Source: an optimization exercise on an open RTL-to-GDS flow (aim: small area and a short achievable clock period). Production flows keep margins and buffers that such runs may drop. Only simulation tests tie the RTL to the original design; equivalence was not proved.

==> module pipelined_4stage, before the edit <==
module pipelined_4stage(clk, rst, imem_addr, imem_data, aluout);
input clk;
input rst;
output [9:0] imem_addr;			 
input [32-1:0] imem_data;	 
output [32-1:0] aluout;
reg [9:0] pc;
always @(posedge clk)
  if (rst) pc <= 10'd0;
  else pc <= pc + 10'd1;
assign imem_addr = pc;
reg [31:0] regdata [0:31];    
reg [290-1:0] ex_r;          
reg [4:0] ex_waddr;
reg ex_valid;                 
reg ex_com;                   
reg [20-1:0] wb_lo;         
reg wb_c;                     
reg [12-1:0] wb_ph, wb_gh;  
wire [12-1:0] hi_out, hi_int;
addpg12 ADDOUT (.p(wb_ph), .g(wb_gh), .ci(wb_c), .s(hi_out));
addpg12 ADDINT (.p(wb_ph), .g(wb_gh), .ci(wb_c), .s(hi_int));
wire [31:0] wb_aluout = {hi_int, wb_lo};
reg [4:0] wb_waddr;
wire [31:0] wsel = 32'd1 << wb_waddr;
wire [31:0] wload = wsel | {32{rst}};
wire [31:0] wd0 = rst ? 32'd0 : wb_aluout;
wire [31:0] wd3 = rst ? 32'd2 : wb_aluout;
wire [31:0] wd8 = rst ? 32'd5 : wb_aluout;
genvar g, h;
generate
  for (g = 0; g < 32; g = g + 1) begin : RF
    wire [31:0] d = g == 8 ? wd8 : g == 3 ? wd3 : wd0;
    wire [31:0] next;
    for (h = 0; h < 32; h = h + 1) begin : B
      rf_hold H (.load(wload[g]), .hold(~wload[g]), .d(d[h]), .q(regdata[g][h]),
                 .next(next[h]));
    end
    always @(posedge clk)
      regdata[g] <= next;
  end
endgenerate
wire [5:0] opcode = imem_data[31:26];
wire [4:0] rs = imem_data[25:21];
wire [4:0] rt = imem_data[20:16];
wire [2:0] aluop = opcode[2:0];
wire alusrc = opcode == 6'b000110;
wire [4:0] waddr_id = alusrc ? rt : imem_data[15:11];
wire [31:0] opa, opb;
genvar hf;
generate
  for (hf = 0; hf < 2; hf = hf + 1) begin : RD
    wire [31:0] sel1, sel2;
    wire fwd1, fwd2;
    rf_dec DEC1 (.addr(rs), .keep(~wsel), .waddr(wb_waddr), .sel(sel1), .fwd(fwd1));
    rf_dec DEC2 (.addr(rt), .keep(~wsel), .waddr(wb_waddr), .sel(sel2), .fwd(fwd2));
    wire [527:0] d;
    assign d[16*32 +: 16] = wb_aluout[16*hf +: 16];
    for (g = 0; g < 32; g = g + 1) begin : D
      assign d[16*g +: 16] = regdata[g][16*hf +: 16];
    end
    rf_read16 RD1 (.sel({fwd1, sel1}), .d(d), .q(opa[16*hf +: 16]));
    rf_read16 RD2 (.sel({fwd2, sel2}), .d(d), .q(opb[16*hf +: 16]));
  end
endgenerate
wire [290-1:0] r_id;
alu_id ALUID (
  .a(opa), .b(opb), .imm(imem_data[15:0]), .alusrc(alusrc),
  .op_add(aluop == 3'd0 || aluop == 3'd6),
  .op_sub(aluop == 3'd1),
  .op_and(aluop == 3'd2),
  .op_xor(aluop == 3'd3),
  .op_com(aluop == 3'd4),
  .op_mul(aluop == 3'd5),
  .r(r_id)
);
always @(posedge clk) begin
  ex_r <= r_id;
  if (rst) begin
    ex_waddr <= 5'd0;
    ex_valid <= 1'b0;
    ex_com <= 1'b0;
  end else begin
    ex_waddr <= waddr_id;
    ex_valid <= 1'b1;
    ex_com <= aluop == 3'd4;
  end
end
wire [20-1:0] ex_lo;
wire ex_c;
wire [12-1:0] ex_ph, ex_gh;
wire ex_le;
alu_ex ALUEX (.r(ex_r), .lo(ex_lo), .clo(ex_c), .ph(ex_ph), .gh(ex_gh), .le(ex_le));
always @(posedge clk)
  if (rst || !ex_valid) begin
    wb_lo <= 0;
    wb_c <= 1'b0;
    wb_ph <= 0;
    wb_gh <= 0;
    wb_waddr <= 5'd0;
  end else if (ex_com) begin
    wb_lo <= {{(20-1){1'b0}}, ex_le};
    wb_c <= 1'b0;
    wb_ph <= 0;
    wb_gh <= 0;
    wb_waddr <= ex_waddr;
  end else begin
    wb_lo <= ex_lo;
    wb_c <= ex_c;
    wb_ph <= ex_ph;
    wb_gh <= ex_gh;
    wb_waddr <= ex_waddr;
  end
assign aluout = {hi_out, wb_lo};
endmodule
==> module rf_dec, before the edit <==
module rf_dec (
  input  [4:0]  addr,
  input  [31:0] keep,
  input  [4:0]  waddr,
  output [31:0] sel,
  output        fwd
);
  assign fwd = addr == waddr;
  wire [3:0] lo = 4'd1 << addr[1:0];
  wire [7:0] hi = 8'd1 << addr[4:2];
  genvar i;
  generate
    for (i = 0; i < 32; i = i + 1) begin : S
      assign sel[i] = lo[i % 4] & hi[i / 4] & keep[i];
    end
  endgenerate
endmodule
==> module rf_read16, before the edit <==
module rf_read16 (
  input  [32:0]  sel,
  input  [527:0] d,
  output [15:0]  q
);
  reg [15:0] r;
  integer i;
  always @(*) begin
    r = 16'b0;
    for (i = 0; i < 33; i = i + 1)
      r = r | ({16{sel[i]}} & d[16*i +: 16]);
  end
  assign q = r;
endmodule
==> flow/config.mk <==
export PLATFORM = sky130hd
export DESIGN_NAME = pipelined_4stage
export DESIGN_NICKNAME = pipelined_4stage
export VERILOG_FILES = /design/flow/design.v
export SDC_FILE = /design/flow/constraint.sdc
export NUM_CORES = 4
export LEC_CHECK = 0
export CAP_MARGIN = 20
export CORE_MARGIN = 2
export CORE_UTILIZATION = 35
export CTS_CLUSTER_DIAMETER = 90
export CTS_CLUSTER_SIZE = 20
export PLACE_DENSITY = 0.45
export SETUP_SLACK_MARGIN = 3.6
export SLEW_MARGIN = 20
export SYNTH_HIERARCHICAL = 1
==> flow/constraint.sdc <==
create_clock -name core_clock -period 8.0 [get_ports {clk}]
set_input_delay 1.6000 -clock core_clock [delete_from_list [all_inputs] [get_ports {clk}]]
set_output_delay 1.6000 -clock core_clock [all_outputs]
set_load 0.01 [all_outputs]
run.sh (not shown) runs the stock make flow with config.mk's settings and CLKGATE_MAP_FILE= SYNTH_SCRIPT=/design/flow/synth_recipe.tcl, a recipe that flattens the netlist after the stock synthesis.
==> next run, changes <==
--- a/flow/design.v
+++ b/flow/design.v
@@ -48,25 +48,22 @@
 wire [4:0] rt = imem_data[20:16];
 wire [2:0] aluop = opcode[2:0];
 wire alusrc = opcode == 6'b000110;
 wire [4:0] waddr_id = alusrc ? rt : imem_data[15:11];
-wire [31:0] opa, opb;
-genvar hf;
+wire [31:0] sel1, sel2;
+rf_dec DEC1 (.addr(rs), .keep(~wsel), .sel(sel1));
+rf_dec DEC2 (.addr(rt), .keep(~wsel), .sel(sel2));
+wire fwd1 = rs == wb_waddr;
+wire fwd2 = rt == wb_waddr;
+wire [1023:0] rflat;
 generate
-  for (hf = 0; hf < 2; hf = hf + 1) begin : RD
-    wire [31:0] sel1, sel2;
-    wire fwd1, fwd2;
-    rf_dec DEC1 (.addr(rs), .keep(~wsel), .waddr(wb_waddr), .sel(sel1), .fwd(fwd1));
-    rf_dec DEC2 (.addr(rt), .keep(~wsel), .waddr(wb_waddr), .sel(sel2), .fwd(fwd2));
-    wire [527:0] d;
-    assign d[16*32 +: 16] = wb_aluout[16*hf +: 16];
-    for (g = 0; g < 32; g = g + 1) begin : D
-      assign d[16*g +: 16] = regdata[g][16*hf +: 16];
-    end
-    rf_read16 RD1 (.sel({fwd1, sel1}), .d(d), .q(opa[16*hf +: 16]));
-    rf_read16 RD2 (.sel({fwd2, sel2}), .d(d), .q(opb[16*hf +: 16]));
+  for (g = 0; g < 32; g = g + 1) begin : RFLAT
+    assign rflat[32*g +: 32] = regdata[g];
   end
 endgenerate
+wire [31:0] opa, opb;
+rf_read RD1 (.sel({fwd1, sel1}), .d({wb_aluout, rflat}), .q(opa));
+rf_read RD2 (.sel({fwd2, sel2}), .d({wb_aluout, rflat}), .q(opb));
 wire [290-1:0] r_id;
 alu_id ALUID (
   .a(opa), .b(opb), .imm(imem_data[15:0]), .alusrc(alusrc),
   .op_add(aluop == 3'd0 || aluop == 3'd6),
@@ -2146,13 +2143,10 @@
 endmodule
 module rf_dec (
   input  [4:0]  addr,
   input  [31:0] keep,
-  input  [4:0]  waddr,
-  output [31:0] sel,
-  output        fwd
+  output [31:0] sel
 );
-  assign fwd = addr == waddr;
   wire [3:0] lo = 4'd1 << addr[1:0];
   wire [7:0] hi = 8'd1 << addr[4:2];
   genvar i;
   generate
@@ -2160,18 +2154,18 @@
       assign sel[i] = lo[i % 4] & hi[i / 4] & keep[i];
     end
   endgenerate
 endmodule
-module rf_read16 (
-  input  [32:0]  sel,
-  input  [527:0] d,
-  output [15:0]  q
+module rf_read (
+  input  [32:0]   sel,
+  input  [1055:0] d,
+  output [31:0]   q
 );
-  reg [15:0] r;
+  reg [31:0] r;
   integer i;
   always @(*) begin
-    r = 16'b0;
+    r = 32'b0;
     for (i = 0; i < 33; i = i + 1)
-      r = r | ({16{sel[i]}} & d[16*i +: 16]);
+      r = r | ({32{sel[i]}} & d[32*i +: 32]);
   end
   assign q = r;
 endmodule
Result:
- area after synthesis shrinks by 3.5%
- sequential share of layout area grows by 0.43 points
- cell area shrinks by 1.2%
- via count grows by 2.5%
- global-route usage grows by 3.6 points

-- afterwards: timing with drivers on the ports --
Ports are ideal in the flow. The routed layouts listed here were re-timed in OpenROAD.
Step 1 sets driving cells, clkbuf_16 on the clock port and buf_2 on the other inputs (assumed; they add their load-dependent delay and slew).
Step 2 adds t to the input delays and takes it off the output delays; t is the mean of the earliest and latest rising clock arrival at the registers after step 1. Input paths then give back, and output paths get back, about the clock's delay inside the block.
a / b / c = no drivers / after step 1 / after step 2; a / b = the first two.
run	shift t [ns]	slack for setup (ns)	worst setup path at the end	worst register clock-pin slew, ns	worst slew at a driven data input, ns
the first run	0.840	3.474 / 3.321 / 2.481	input to register	0.10 / 0.10	0.35
the second run	0.845	3.517 / 3.459 / 2.615	input to register	0.10 / 0.10	0.21
After both steps every run listed still meets setup and hold. The setup slack of the first run, which loses most, moves by -0.153 ns with the drivers and by -0.993 ns with both steps.
